What follows belongs to an exercise in optimizing a design on an open flow for small area, a short achievable clock period and few clock cycles; a production flow would make more cautious choices.
Only simulation tests tie the RTL to the original design; equivalence was not proved.

`design.v`:
```
module multiplier #(parameter n=32, 
                    parameter intbits=12,
                    parameter fracbits=20)
                    (input [n-1:0] a,b,
                    output [n-1:0] result,
                    output reg ovf);
        reg [2*n-1:0] inter_result;
        reg [n-1:0] o_result;
        assign result=o_result;
        always @(a,b) begin
            inter_result=a[n-2:0]*b[n-2:0];
            o_result={a[n-1]^b[n-1],inter_result[n+fracbits-2:fracbits]};
            ovf=(inter_result[2*n-1:n+fracbits-1]>0);
        end
endmodule
`timescale 1ns/1ns
module adder_tree #(parameter m=8,
                    parameter n=32,
                    parameter intbits=12,
                    parameter fracbits=20 )
                    (
                    input [n*m-1:0] operand,
                    output reg [n-1:0] result
                    );
    reg [n-1:0] o_result;
    reg sign;
    integer i;
    always @(operand) begin
        for(i=0;i<=m;i=i+1) begin
            if(i==0)begin
                o_result=0;
            end
            else begin
                o_result=sum(o_result,operand[n*i-1 -: n]);
            end
        end
        if(o_result[n-1])
            o_result = 0;
        else
            o_result = o_result;
        result<=o_result[n-1:0];
    end
function [n-1:0] sum;
    input[n-1:0] a,b;
    reg [n-1:0] res;
begin
    if(a[n-1] == b[n-1]) begin				
		res[n-2:0] = a[n-2:0] + b[n-2:0];	 	
		res[n-1] = a[n-1];				
	end												
	else if(a[n-1] == 0 && b[n-1] == 1) begin		
		if( a[n-2:0] > b[n-2:0] ) begin					
			res[n-2:0] = a[n-2:0] - b[n-2:0];			
			res[n-1] = 0;										
			end
		else begin												
			res[n-2:0] = b[n-2:0] - a[n-2:0];			
			if (res[n-2:0] == 0)
				res[n-1] = 0;										
			else
				res[n-1] = 1;										
			end
		end
	else begin												
		if( a[n-2:0] > b[n-2:0] ) begin					
			res[n-2:0] = a[n-2:0] - b[n-2:0];			
			if (res[n-2:0] == 0)
				res[n-1] = 0;										
			else
				res[n-1] = 1;										
			end
		else begin												
			res[n-2:0] = b[n-2:0] - a[n-2:0];			
			res[n-1] = 0;										
			end
		end
sum=res;
end
endfunction
endmodule
module s1neuron #(parameter M=8,           
                  parameter n=32,           
                  parameter intbits=12,
                  parameter fracbits=20)(
    input [M*n-1:0] X,
    input [M*n-1:0] W,
    output [n-1:0] H
);
    wire [M*n-1:0] WX;
    wire [M-1:0] ovf;
    genvar i;
    generate
        for (i=1;i<=M;i=i+1) begin:gen
            multiplier #(n,intbits,fracbits)mul(.a(X[n*i-1 -:n]),
                           .b(W[n*i-1 -:n]),
                           .result(WX[n*i-1 -:n]),
                           .ovf(ovf[i-1])
                            );
        end
    endgenerate
    adder_tree #(M,n,intbits,fracbits) adder(WX,H);
endmodule
module rmac#(parameter S=8,
            parameter  n=32,
            parameter intbits=12,
            parameter fracbits=20)
            (input [n-1:0] W,X,
            input clk,
            input reset,
            output reg [n-1:0] sum);
    wire [n-1:0] WX;
    wire ovf;
    reg [n-1:0] psum;
    integer cnt;
    multiplier #(n,intbits,fracbits) mult(W,X,WX,ovf);
    always @(posedge clk) begin
        if(reset)begin
            cnt<=0;
        end
        else begin
            if(cnt==0||cnt==1)begin
                psum<=0;
                cnt<=cnt+1;
            end
            else if(cnt<S+2) begin
                psum <= sum_of(WX,psum);
                cnt <= cnt+1;
            end
            else begin
                if(psum[n-1])
                    sum <= 'b0;
                else
                sum <= psum;
            end
        end
    end
    function [n-1:0] sum_of;
    input[n-1:0] a,b;
    reg [n-1:0] res;
    begin
    if(a[n-1] == b[n-1]) begin				
		res[n-2:0] = a[n-2:0] + b[n-2:0];	 	
		res[n-1] = a[n-1];				
	end												
	else if(a[n-1] == 0 && b[n-1] == 1) begin		
		if( a[n-2:0] > b[n-2:0] ) begin					
			res[n-2:0] = a[n-2:0] - b[n-2:0];			
			res[n-1] = 0;										
			end
		else begin												
			res[n-2:0] = b[n-2:0] - a[n-2:0];			
			if (res[n-2:0] == 0)
				res[n-1] = 0;										
			else
				res[n-1] = 1;										
			end
		end
	else begin												
		if( a[n-2:0] > b[n-2:0] ) begin					
			res[n-2:0] = a[n-2:0] - b[n-2:0];			
			if (res[n-2:0] == 0)
				res[n-1] = 0;										
			else
				res[n-1] = 1;										
			end
		else begin												
			res[n-2:0] = b[n-2:0] - a[n-2:0];			
			res[n-1] = 0;										
			end
		end
    sum_of=res;
    end
endfunction
endmodule
module s2neuron #(parameter N=8,
                parameter S=8,
                parameter n=32,
                parameter intbits=12,
                parameter fracbits=32)
                (
                input [n-1 : 0] H,
                input [N*n-1 : 0] W,
                input clk,
                input reset,
                output [N*n-1 : 0] Y
                );
    genvar i;
    generate
        for(i=1;i<=N;i=i+1) begin:gen
            rmac #(S,n,intbits,fracbits) mac (.W(W[n*i-1 -:n]),
                                              .X(H),
                                              .clk(clk),
                                              .reset(reset),
                                              .sum(Y[n*i-1 -:n]));
        end
    endgenerate
endmodule
module ctrl #(parameter S=8,
                parameter addrwidth=3)(
    input clk,
    input reset,
    output reg finished,
    output reg [addrwidth:0] addr_r,addr_c
);
    integer state;
    always @(posedge clk) begin
        if(reset) begin
            state<=0;
            finished <= 0;
        end
        else
            if(state <= S+2)begin
                state <= state + 1;
                if(state==S+2)
                    finished <= 1;
            end
    end
    always @(state) begin
        if(state==0)begin
            addr_r<=8;
            addr_c<=8;
        end
        else if(state==1)begin
            addr_r<=state-1;
            addr_c<=8;
        end
        else if(state<=S)begin
            addr_r<=state-1;
            addr_c<=state-2;
        end
        else if(state==S+1) begin
            addr_r <=8;
            addr_c <=state-2;
        end
        else begin
            addr_r<=8;
            addr_c<=8;
        end
    end
endmodule
module top(input clk,reset,
            input start,
            input [127 : 0] IN,
            output [3:0] addr_r,addr_c,
            input [127 : 0] Wr,
            input [127 : 0] Wc,
            output done,
            output [127: 0] Y);
    wire finished;
    wire restart;
    wire [15 : 0] H;
    reg [15 : 0] H1;
    always@(posedge clk)begin
        H1<=H;
    end
    assign restart = reset | start;
    assign done = finished;
    ctrl #(8,3) ctrl_path(clk,restart,finished,addr_r,addr_c);
    s1neuron #(8,16,6,10) s1n(IN,Wr,H);
    s2neuron #(8,8,16,6,10) s2n(H1,Wc,clk,restart,Y);
endmodule
```
`run.sh`:
```
#!/bin/bash
# synth_recipe.tcl (not shown) runs the flow's synth.tcl, then flattens the netlist and writes it again
# the make line also repeats each setting of config.mk as NAME=value (left out here)
make -C /OpenROAD-flow-scripts/flow DESIGN_CONFIG=/design/flow/config.mk WORK_HOME=/design/flow/orfs CLKGATE_MAP_FILE= SYNTH_SCRIPT=/design/flow/synth_recipe.tcl finish
```
`config.mk`:
```
export PLATFORM = sky130hd
export DESIGN_NAME = top
export DESIGN_NICKNAME = top
export VERILOG_FILES = /design/flow/design.v
export SDC_FILE = /design/flow/constraint.sdc
export NUM_CORES = 4
export LEC_CHECK = 0
export CAP_MARGIN = 20
export CORE_MARGIN = 2
export CORE_UTILIZATION = 45
export PLACE_DENSITY = 0.6
export SLEW_MARGIN = 20
```
`constraint.sdc`:
```
create_clock -name core_clock -period 35.0 [get_ports {clk}]
set_input_delay 7.0000 -clock core_clock [delete_from_list [all_inputs] [get_ports {clk}]]
set_output_delay 7.0000 -clock core_clock [all_outputs]
set_load 0.01 [all_outputs]
```
==> flow_summary.yaml <==
setup_path:
  critPathMostFrequentCell: "a21oi_1"
  cp_slowest_stage_delay_ps: 620
  reg2reg_depth: 29
  reg2reg_from: "H1[3]"
  r2r-end: "s2n.gen[7].mac.psum[3]"
  arrival_ps: 33770
  crit_type: "input pin to flop"
  crit_start: "IN[10]"
  r2r_setup_slack_ps: 23750
  cp-start-kind: "input pin"
  crit_path_top_delay_cell: "clkdlybuf4s50_1"
  crit_end: "H1[8]"
  crit_required_ps: 35600
  endpoint_kind: "flop"
  cp_max_fo: 25
grt:
  grt_pass1_wl_um: 715000
  antenna_found_initial: 87
  grt_overflow_total: 0
  grt_pass1_vias: 127000
  grt_max_degree: 73
  track_usage: 0.251
timing:
  fmax_mhz: 30.2
  tightest_slew_ps: 1170
  finalClockSkew_ps: 32.6
  period_needed_ps: 33160
  period_share: 0.948
  fin_tns_setup_ps: 0
  final_hold_viol_count: 0
  drv_slew: 0
  relSlewSlack: 0.211
  hold_slack_ps: 459
  finalSetupViolCount: 0
flow_run:
  drv_cap: 0
route:
  totalWireLength_um: 440000
  dr.pass1.iters: 6
  drtIter0Drc: 7742
  top_layer_used: "met5"
  vias: 123000
  drc_errors: 0
  route.met3.wl_um: 21000
  wl_per_cell_um: 19.0
  via_per_inst: 5.34
  met1_length_um: 198000
  wl_met2_um: 210000
  final_antenna_net_count: 0
die:
  die_x_um: 595
  core-area_um2: 349000
  top_level_ports: 524
  die_h_um: 595
  rows: 217
  initial_core_util: 0.451
  die_area_um2: 355000
logic_synthesis:
  yosys-top-cells-area: "fa_1 (33%), ha_1 (14%), inv_1 (7.5%)"
  synth_edf_count: 248
  seq_area_frac_synth: 0.0860
  yosysWarnings: 5
  synth_ff_type: "dfxtp_1"
  yosysUniqueCellTypes: 98
  synth.top_cell.area_share: 0.327
  post_synth.cell_area_avg_um2: 8.50
  synth_seq_cells: 552
  syn_area_um2: 157000
  synthArstFlopShare: 0
  synth_largest_area_cell: "fa_1"
  postSynthCellCount: 18500
clock_network:
  clk_latency_ps: 710
  path_clk_slew_ps: 60
  htreeDepth: 3
  cts_buffer_depth: 3
  numCtsBuffers: 72
  postCtsHoldBufs: 0
  cts_tree: "built"
  root_buffer: "clkbuf_16"
  cts.sinks: 552
worst_hold_path:
  min_path_type: "flop to flop"
  hp-start: "s2n.gen[5].mac.cnt[31]"
finish:
  multiInputGateArea_um2: 129000
  area_delta_synth_final_pct: 7.53
  layout.cells.non_filler: 23100
  ff_latch_area_um2: 13600
  final_cell_area_um2: 169000
  drive_above_1_share: 0.0273
  fin_nets: 23100
  fill_cells: 33900
run_status:
  outcome: "no timing/DRC/antenna violations"
place:
  place_congestion: 0.959
  dpl_cell_area_um2: 167000
  dp_hpwl_um: 351000
  io_buffers: 515
  dp_cells: 22900
## critical path, delay by kind of cell
family | cells | cell delay, ps
XOR/XNOR | 7 | 1410
buffers and inverters | 19 | 3660
AND/OR/NAND/NOR | 22 | 4060
AO/OA/AOI/OAI | 45 | 10210
adder cells (fa/ha/maj) | 14 | 6250
multiplexers | 4 | 1140
## metal layers
metal | GRT usage | up-vias
met5 | 0 | -
met4 | 0.0625 | 30
met3 | 0.0270 | 493
met2 | 0.422 | 2917
met1 | 0.345 | 62000
li1 | - | 57900
## worst min path at each step
| stage | slack (ps) | depth (start not counted) | to |
|---|---|---|---|
| detailed placement | 450 | 2 | s2n.gen[5].mac.cnt[31] |
| global placement | 450 | 2 | s2n.gen[6].mac.cnt[31] |
| CTS | 460 | 2 | s2n.gen[5].mac.cnt[31] |
| floorplan | 420 | 2 | s2n.gen[5].mac.cnt[31] |
| finish | 460 | 2 | s2n.gen[5].mac.cnt[31] |
| global route | 500 | 2 | s2n.gen[7].mac.cnt[31] |
## synthesized netlist by cell type (33+ instances only)
cell type     n
a31oi_1      71
inv_1      3128
o21a_1       51
o21ai_0     375
a311oi_1     33
mux2_2       35
and3_1      115
a211oi_1     86
or2_2        50
fa_1       2573
dfxtp_1     304
o31ai_1      55
nor4_1      124
clkbuf_1    827
a221oi_1     37
nand3_1     214
and2_1     1521
edfxtp_1    248
nand2b_1     78
nand4_1     113
nor2b_1     131
nor3_1      229
and4_1       34
ha_1       1740
a21o_1      174
xor2_1      427
a21oi_1     700
mux2i_1     116
nand2_1    2377
nor2_1     1015
o211ai_1     45
o21bai_1    186
xnor2_1     670
or3_1        89
## final cells by class
class | count | area share
diodes | 40 | 0.000591
clock buffers | 90 | 0.0120
clock inverters | 43 | 0.00279
inverters | 3147 | 0.0698
multi-input cells | 13900 | 0.762
flip-flops and latches | 552 | 0.0803
well taps | 4599 | 0.0340
repair buffers | 699 | 0.0389
## timing repair
item,CTS,global route
resized for setup,0,41
buffers inserted,0,1
setup endpoints to repair,0,15
## flip-flops by register name, summed over array words and instances (netlist names)
| register | cells |
|---|---|
| s2n.gen.mac.cnt | 256 |
| s2n.gen.mac.psum | 128 |
| s2n.gen.mac.sum | 120 |
| ctrl_path.state | 32 |
| H1 | 15 |
| ctrl_path.finished | 1 |
## logic make-up after synthesis
logic type,count (synthesis),share of synthesized area
flip-flops,552,0.0860
adder cells (fa/ha/maj),4313,0.465
XOR/XNOR,1097,0.0610
buffers and inverters,4032,0.0965
multiplexers,152,0.00997
AND/OR/NAND/NOR,6205,0.191
AO/OA/AOI/OAI,2166,0.0900
other,1,0.0000238
## metrics by stage
stage,worst slack (ps),util
finish,1840,0.485
global placement,956,0.477
detailed placement,664,0.477
CTS,1330,0.484
global route,-51.4,0.485
floorplan,2280,-
## layout by cell type (no fill, tap or decap), types with 248 or more instances in the layout
cell type	Yosys	routed
edfxtp_1	248	248
ha_1	1740	1735
inv_1	3128	3128
and2_1	1521	1521
fa_1	2573	2573
o21ai_0	375	372
nand2_1	2377	2377
clkdlybuf4s50_1	0	499
dfxtp_1	304	289
xnor2_1	670	666
xor2_1	427	427
nor2_1	1015	1009
a21oi_1	700	698
Testbench counts, summed over its fixed seeds: cycles 6,144.

==> afterwards: timing with drivers on the ports <==
Ports are ideal in the flow. The routed layout listed here was re-timed in OpenROAD.
Step 1 sets driving cells, clkbuf_16 on the clock port and buf_2 on the other inputs (assumed; they add their load-dependent delay and slew).
Step 2 times the ports against the registers' clock, not the clock port: input delays grow and output delays shrink by t, the midpoint of the rising clock arrivals with the driver on.
a / b / c = ideal ports / drivers / drivers and shift; a / b = the first two.
t (ns): 0.788
slack for setup (ns): 1.837 / 1.841 / 1.053
latest minus earliest clock arrival (ns): 0.037 / 0.037
After both steps setup and hold are still met in this run. For this run, drivers alone change the setup slack by +0.004 ns; drivers and shift together by -0.784 ns.
